This is an optimization exercise on Yosys and OpenROAD, whose aim is small area, not a production implementation. In this exercise RTL edits were held to simulation tests only and were not proved equivalent to the original. Power is estimated from default activity; no workload was simulated.

==> design.v <==
module Control (ins,controlcode);
	input[15:0] ins;
	output[20:0] controlcode;
	reg[20:0] controlcode;
	always@(*) 
		begin
			 case(ins[15:11])
				5'b00000:		controlcode<={5'b00000,	ins[7:0],8'b00000000};
				5'b00001:	   controlcode<={5'b00001,	ins[7:0],8'b00000000};
				5'b01000:		controlcode<={5'b01000,	ins[7:0],8'b00000000};
				5'b01001:		controlcode<={5'b01001,	ins[7:0],8'b00000000};
				5'b01010:		controlcode<={5'b01010,	ins[7:0],8'b00000000};
				5'b01011:		controlcode<={5'b01011,	ins[7:0],8'b00000000};
				5'b01100:		controlcode<={5'b01100,	ins[7:0],8'b00000000};
				5'b01101:		controlcode<={5'b01101,	ins[7:0],8'b00000000};
				5'b01110:		controlcode<={5'b01110,	ins[7:0],8'b00000000};
				5'b10000:		controlcode<={5'b10000,	ins[7:0],8'b00000000};
				5'b10100:	controlcode<={5'b10100,ins[7:4],8'b00000000,ins[3:0]};
				5'b10110:	controlcode<={5'b10110,8'b00000000,ins[7:0]};
				5'b10001:	controlcode<={5'b10001,	ins[7:0],8'b00000000};
				5'b10010:		controlcode<={5'b10010,	ins[7:0],8'b00000000};
				5'b10101:	controlcode<={5'b10101,ins[7:4],8'b00000000,ins[3:0]};
				5'b10111:	controlcode<={5'b10111,8'b00000000,ins[7:0]};
				5'b10011:	controlcode<={5'b10011,	ins[7:0],8'b00000000};
				5'b00100:		controlcode<={5'b00100,	ins[7:0],8'b00000000};
				5'b00110:	  	controlcode<={5'b00110,	ins[7:4],8'b00000000,ins[3:0]};
				5'b00101:	controlcode<={5'b00101,	8'b00000000,ins[7:0]};
				default:	controlcode<={ins[15:11],16'b0}; 
			 endcase
		end
endmodule
module regGroup(clk,regwr,r_addrA,r_addrB,w_addr,result,rdA,rdB,i_d1,i_d2);
	input clk;
	input regwr; 
	input[15:0] result; 
	input[3:0] w_addr;	 
	input[3:0] r_addrA;	 
	input[3:0] r_addrB;
	input[3:0] i_d1;		 
	input[3:0] i_d2;
	output[15:0] rdA;
	output[15:0] rdB;
	reg[15:0] regData[15:0];
	reg[15:0] regComA,regComB;
	assign rdA = regComA;
	assign rdB = regComB;
	always@(*) 
		begin
			if(i_d2 && !i_d1)begin
				regComA = regData[r_addrA];
				regComB = 16'b0;
				regComB[3:0] = i_d2;
			end
			else if(i_d1)begin
				regComA = 16'b0;
				regComB = 16'b0;
				regComA[3:0] = i_d1;
				regComB[3:0] = i_d2;
			end
			else begin
				regComA = regData[r_addrA];
				regComB = regData[r_addrB];
			end		
		end
	always@(posedge clk)
		begin
			if(regwr)
				regData[w_addr]<=result;
		end
endmodule
module ALU(
	input CLK,
	input rst,
	input [4:0] ALUControl,
	input [15:0] SrcA,
	input [15:0] SrcB,
	output reg[15:0] ALUResult,
	output reg[7:0] pc,
	output reg regwr
    );
	reg CF_temp;
	reg CF_next;
	always@(*) 
	begin
		ALUResult = 16'b0;
		regwr = 1'b0;
		CF_next = CF_temp;
		case(ALUControl)
			5'b00000:	   begin ALUResult = ( SrcA + 1 ); regwr = 1'b1; end
			5'b00001:		begin ALUResult = ( SrcA - 1 ); regwr = 1'b1; end
			5'b01000:		begin ALUResult = ( SrcA & SrcB );regwr = 1'b1; end
			5'b01001:		begin ALUResult = ( SrcA | SrcB );regwr = 1'b1; end
			5'b01010:		begin ALUResult = ( SrcA ^ SrcB );regwr = 1'b1; end
			5'b01011:		begin ALUResult = ( SrcA << SrcB );regwr = 1'b1; end
			5'b01100:		begin ALUResult = ( SrcA >> SrcB );regwr = 1'b1; end
			5'b01101:		begin ALUResult = ( SrcA <<< SrcB );regwr = 1'b1; end
			5'b01110:		begin ALUResult = ( SrcA >>> SrcB );regwr = 1'b1; end
			5'b10000:		begin {CF_next, ALUResult} = {1'b0, SrcA} + {1'b0, SrcB};regwr = 1'b1; end
			5'b10100:	begin {CF_next, ALUResult} = {1'b0, SrcA} + {1'b0, SrcB};regwr = 1'b1; end
			5'b10110:	begin {CF_next, ALUResult} = {1'b0, SrcA} + {1'b0, SrcB};regwr = 1'b0; end
			5'b10001:	begin ALUResult = ( SrcA + SrcB + CF_temp);regwr = 1'b1; end
			5'b10010:		begin ALUResult = ( SrcA - SrcB );regwr = 1'b1; end
			5'b10101:	begin ALUResult = ( SrcA - SrcB );regwr = 1'b1; end
			5'b10111:	begin ALUResult = ( SrcA - SrcB );regwr = 1'b0; end
			5'b10011:	begin ALUResult = ( SrcA - SrcB - CF_temp);regwr = 1'b1; end
			5'b00100:		begin ALUResult = ( SrcA - SrcB );regwr = 1'b0; end
			5'b00110:	   begin ALUResult = SrcB;regwr = 1'b1; end
			5'b00101:	begin ALUResult = 16'b0;regwr = 1'b0; end
			default:	begin ALUResult = 16'b0;regwr = 1'b0; end
		endcase
	end
	always@(posedge CLK)
	begin
		if(rst)
			CF_temp <= 1'b0;
		else
			CF_temp <= CF_next;
	end
	always@(posedge CLK)
	begin
		if(rst)
			pc <= 8'b0;
		else
		case(ALUControl)
			5'b00101:	pc <= {SrcA[3:0],SrcB[3:0]}; 
			default:	pc <= pc+1; 
		endcase
	end
endmodule
module cpu16(
	input clk,
	input rst,
	input [15:0] instr,
	output [7:0] pc,
	output wb_en,
	output [3:0] wb_addr,
	output [15:0] wb_data
    );
	wire [20:0] controlcode;
	wire [15:0] rdA, rdB, result;
	wire regwr;
	wire we = regwr & ~rst;
	Control u_control(
		.ins(instr),
		.controlcode(controlcode)
	);
	regGroup u_regs(
		.clk(clk),
		.regwr(we),
		.r_addrA(controlcode[15:12]),
		.r_addrB(controlcode[11:8]),
		.w_addr(controlcode[15:12]),
		.result(result),
		.rdA(rdA),
		.rdB(rdB),
		.i_d1(controlcode[7:4]),
		.i_d2(controlcode[3:0])
	);
	ALU u_alu(
		.CLK(clk),
		.rst(rst),
		.ALUControl(controlcode[20:16]),
		.SrcA(rdA),
		.SrcB(rdB),
		.ALUResult(result),
		.pc(pc),
		.regwr(regwr)
	);
	assign wb_en = we;
	assign wb_addr = controlcode[15:12];
	assign wb_data = result;
endmodule
==> run.sh <==
#!/bin/bash
# synth_recipe.tcl (not shown) runs the flow's synth.tcl, then flattens the netlist and writes it again
# the make line also repeats each setting of config.mk as NAME=value (left out here)
make -C /OpenROAD-flow-scripts/flow DESIGN_CONFIG=/design/flow/config.mk WORK_HOME=/design/flow/orfs CLKGATE_MAP_FILE= SYNTH_SCRIPT=/design/flow/synth_recipe.tcl finish
==> config.mk <==
export PLATFORM = sky130hd
export DESIGN_NAME = cpu16
export DESIGN_NICKNAME = cpu16
export VERILOG_FILES = /design/flow/design.v
export SDC_FILE = /design/flow/constraint.sdc
export NUM_CORES = 4
export LEC_CHECK = 0
export CAP_MARGIN = 20
export CORE_MARGIN = 2
export CORE_UTILIZATION = 40
export SLEW_MARGIN = 20
==> constraint.sdc <==
create_clock -name core_clock -period 15.0 [get_ports {clk}]
set_input_delay 3.0000 -clock core_clock [delete_from_list [all_inputs] [get_ports {clk}]]
set_output_delay 3.0000 -clock core_clock [all_outputs]
set_load 0.01 [all_outputs]
==> results.py <==
metrics = {
    "place": {
        "dp.final_hpwl_mm": 59.4,
        "finalWeightedCongestion": 0.964,
        "portBuffers": 43,
        "dp_slack_ps": 728,
    },
    "timing": {
        "tightest_slew_ps": 1330,
        "finalHoldViolations": 0,
        "final.min_clock_period_ps": 14350,
        "rsz0062_at_grt": "no",
        "slew_violations": 0,
        "holdWs_ps": 510,
        "slew_headroom": 0.110,
        "layout_setup_ws_ps": 648,
        "setup_viol": 0,
        "fmax_mhz": 69.7,
        "fin_crit_sh": 0.957,
        "clock_skew_ps": 41.3,
        "setup_tns_ps": 0,
    },
    "drt": {
        "drt_iter0_drc": 3009,
        "vias": 19500,
        "routedWlPerCell_um": 30.7,
        "postRouteAntennaNets": 0,
        "drc": 0,
        "avgViaCountPerCell": 6.98,
        "wirelength_mm": 85.6,
        "drt-pass1-iter-count": 6,
    },
    "setup_path": {
        "cp-end-kind": "primary output",
        "cpPeakStageDelay_ps": 860,
        "cp_top_family": "compound AO/OA/AOI/OAI gates",
        "r2r_slack_ps": 8280,
        "worstPathMaxFanout": 27,
        "crit_chain": "clkdlybuf4s50_1 -> and3_4 -> o21a_4 -> buf_4 -> nor2_1 -> o221ai_1 -> o211ai_1 -> nand2_1 -> inv_1 -> fa_1 -> nor2b_1 -> o21a_1 -> o21a_1 -> o41a_1 -> or4_1 -> o311ai_0 -> o221a_2 -> o21ai_0 -> a31oi_1 -> o311ai_0 -> or3_1 -> clkdlybuf4s50_1",
        "cp.depth": 22,
        "r2r_start": "u_regs.regData[1][0]$_DFFE_PP_",
        "arrival_ps": 11350,
        "endpoint": "wb_data[12]",
        "timing.rr.end": "u_regs.regData[14][12]$_DFFE_PP_",
        "worstSetupPathType": "input pin to primary output",
        "cp.required_ps": 12000,
        "crit_start": "instr[11]",
        "path_buf_inv": 4,
        "cp-start-kind": "input pin",
        "critPathSlowestCell": "clkdlybuf4s50_1",
        "rr_worst_depth": 19,
    },
    "clocking": {
        "clkSlewWorstSetupHoldPaths_ps": 60,
        "root_buffer": "clkbuf_16",
        "ctsHoldBuffers": 0,
        "htreeDepth": 1,
        "cts_tree": "built",
        "post_cts_buffers": 0,
        "post_cts_resized": 0,
        "cts_sinks": 265,
        "clk_latency_ps": 600,
        "numCtsBuffers": 30,
        "clockBufferDepth": 3,
    },
    "power": {
        "total_power_mw": 2.69,
        "power.density_nw_per_um2": 122,
        "power.leakage_nw": 7.73,
        "ir_worst_vdd_mv": 0.102,
    },
    "global_route": {
        "grt_max_degree": 51,
        "grtUsageTotal": 0.328,
        "grt_pass1_vias": 18100,
        "grt_pass1_wl_mm": 123,
        "antenna_found_initial": 1,
        "grt_overflow": 0,
    },
    "floorplanning": {
        "die_h_um": 226,
        "die_area_sq_um": 51100,
        "io_pins": 47,
        "core-area_sq_um": 48700,
        "num_rows": 81,
        "die_width_um": 226,
        "start_util": 0.404,
    },
    "hold_path": {
        "hold_path.class": "flip-flop to flip-flop",
    },
    "cells_and_area": {
        "drive_above_1_share": 0.118,
        "area_delta_synth_final_pct": 12.0,
        "antennaDiodeCount": 0,
        "nets": 2189,
    },
    "synthesis": {
        "synth_seq_cells": 265,
        "syn-num-nets": 2164,
        "synth-edff-count": 256,
        "synth_cell_types": 117,
        "syn_inst": 2077,
        "synth_ff_type": "edfxtp_1",
        "yosysSeqAreaShare": 0.399,
        "async_reset_ff_frac": 0,
        "syn_area_per_cell_sq_um": 9.49,
        "syn-cell-area_sq_um": 19700,
        "synth_warnings": 3,
    },
    "run_status": {
        "status": "complete, no violations",
    },
    "flow_run": {
        "drv_cap": 0,
    },
}
cell families (layout without fill, tap and decap cells):
family | count (synthesis) | after routing | share of synthesized area
multiplexers | 136 | 136 | 0.0733
buffers and inverters | 216 | 264 | 0.0505
adder cells (fa/ha/maj) | 69 | 69 | 0.0457
AO/OA/AOI/OAI | 697 | 697 | 0.252
flip-flops | 265 | 265 | 0.399
XOR/XNOR | 40 | 40 | 0.0178
AND/OR/NAND/NOR | 654 | 654 | 0.161
cell usage in the layout (no fill, tap or decap), types with 28 or more instances in the layout:
cell type,instances
edfxtp_1,256
nor2_1,202
a21oi_1,139
nand2_1,136
mux2i_1,108
buf_4,98
o21ai_0,82
o22ai_1,74
nor3_1,65
ha_1,64
inv_1,59
nand3_1,45
clkdlybuf4s50_1,41
a211oi_1,39
o31ai_1,39
a31oi_1,31
clkbuf_16,31
o221ai_1,28
synthesized netlist by cell type, drive strengths merged (28+ instances only):
cell    count  share of area
nand2     137          0.026
o21ai      92          0.024
nand3      45          0.011
mux2i     109          0.056
ha         64          0.041
nor4       29         0.0095
edfxtp    256           0.39
o22ai      75          0.024
a21oi     140          0.036
a211oi     43          0.017
nor3       71          0.019
a31oi      32          0.010
inv        64          0.012
nor2      218          0.042
o221ai     28          0.012
clkbuf     74          0.014
buf        74          0.023
o31ai      39          0.015
o211ai     28          0.011
metal layers:
| layer | GRT usage | vias up | share of wire |
|---|---|---|---|
| met5 | 0 | - | 0.00021 |
| met4 | 0.194 | 2 | 0.070 |
| met3 | 0.0692 | 373 | 0.12 |
| met2 | 0.507 | 1517 | 0.43 |
| met1 | 0.425 | 9429 | 0.38 |
| li1 | - | 8150 | - |
per-stage QoR:
step,instance area [sq um],std cells,util
3_3_place_gp,21100,2733,0.433
3_5_place_dp,21100,2733,0.433
5_1_grt,22100,2789,0.453
4_1_cts,22100,2788,0.452
2_1_floorplan,19700,2077,-
6_report,22100,2789,0.453
cell type report:
class | instances | area [sq um]
Clock buffer | 36 | 795
Clock inverter | 19 | 144
Fill cell | 4642 | 26700
Inverter | 68 | 255
Multi-Input combinational cell | 1596 | 11000
Sequential cell | 265 | 7870
Tap cell | 664 | 831
Timing Repair Buffer | 141 | 1170
worst min-delay path by stage:
stage,startpoint,to,slack [ps],depth (start not counted)
after detailed placement,u_alu.pc[0]$_SDFF_PP0_,u_alu.pc[0]$_SDFF_PP0_,500,1
after CTS,u_alu.pc[0]$_SDFF_PP0_,u_alu.pc[0]$_SDFF_PP0_,510,1
after floorplan,u_alu.CF_temp$_SDFFE_PP0P_,u_alu.CF_temp$_SDFFE_PP0P_,510,2
final,u_alu.pc[0]$_SDFF_PP0_,u_alu.pc[0]$_SDFF_PP0_,510,1
after global routing,u_alu.pc[0]$_SDFF_PP0_,u_alu.pc[0]$_SDFF_PP0_,560,1
after global placement,u_alu.pc[0]$_SDFF_PP0_,u_alu.pc[0]$_SDFF_PP0_,490,1
registers in the layout (all words and copies together) (netlist names):
signal,cells
u_regs.regData,256
u_alu.pc,8
u_alu.CF_temp,1
worst reg2reg max path: stages (launching register included):
cell	delay [ps]
edfxtp_1	440
mux4_2	480
a21oi_1	170
a21oi_1	140
nor3_4	340
or2_4	420
clkinv_1	230
ha_1	280
fa_1	470
nor2b_1	130
o21a_1	180
o21a_1	210
o41a_1	240
nor2_1	80
o311ai_0	920
o221a_2	350
o21ai_0	120
a31oi_1	200
o311ai_0	180
or3_1	720
report_power, final:
part / leakage [nW] / internal [mW] / switching, mW
registers: 2.41 / 0.896 / 0.00801
clock network: 0.456 / 0.396 / 0.315
logic: 4.86 / 0.344 / 0.735

==> port drivers added, routing unchanged <==
How much do the figures lean on ideal ports? The routed layout below was timed once more, with nothing changed but the port constraints.
Step 1: set_driving_cell puts a clkbuf_16 on clk and a buf_2 on each other input, an assumption about the parent block.
Step 2, shift: input delay + t, output delay - t, t = (earliest + latest rising clock arrival at the registers) / 2. This alone moves slack from input paths to output paths.
Three values: ideal ports, drivers, drivers and shift; two values: the first two.
t, ns: 0.633
setup WS [ns]: 0.648 / 0.614 / 0.614
hold WS [ns]: 0.510 / 0.510 / 0.510
worst setup path at the end: input to output
After both steps setup and hold are still met in this run. The setup slack of this run moves by -0.034 ns with the drivers and by -0.034 ns with both steps.
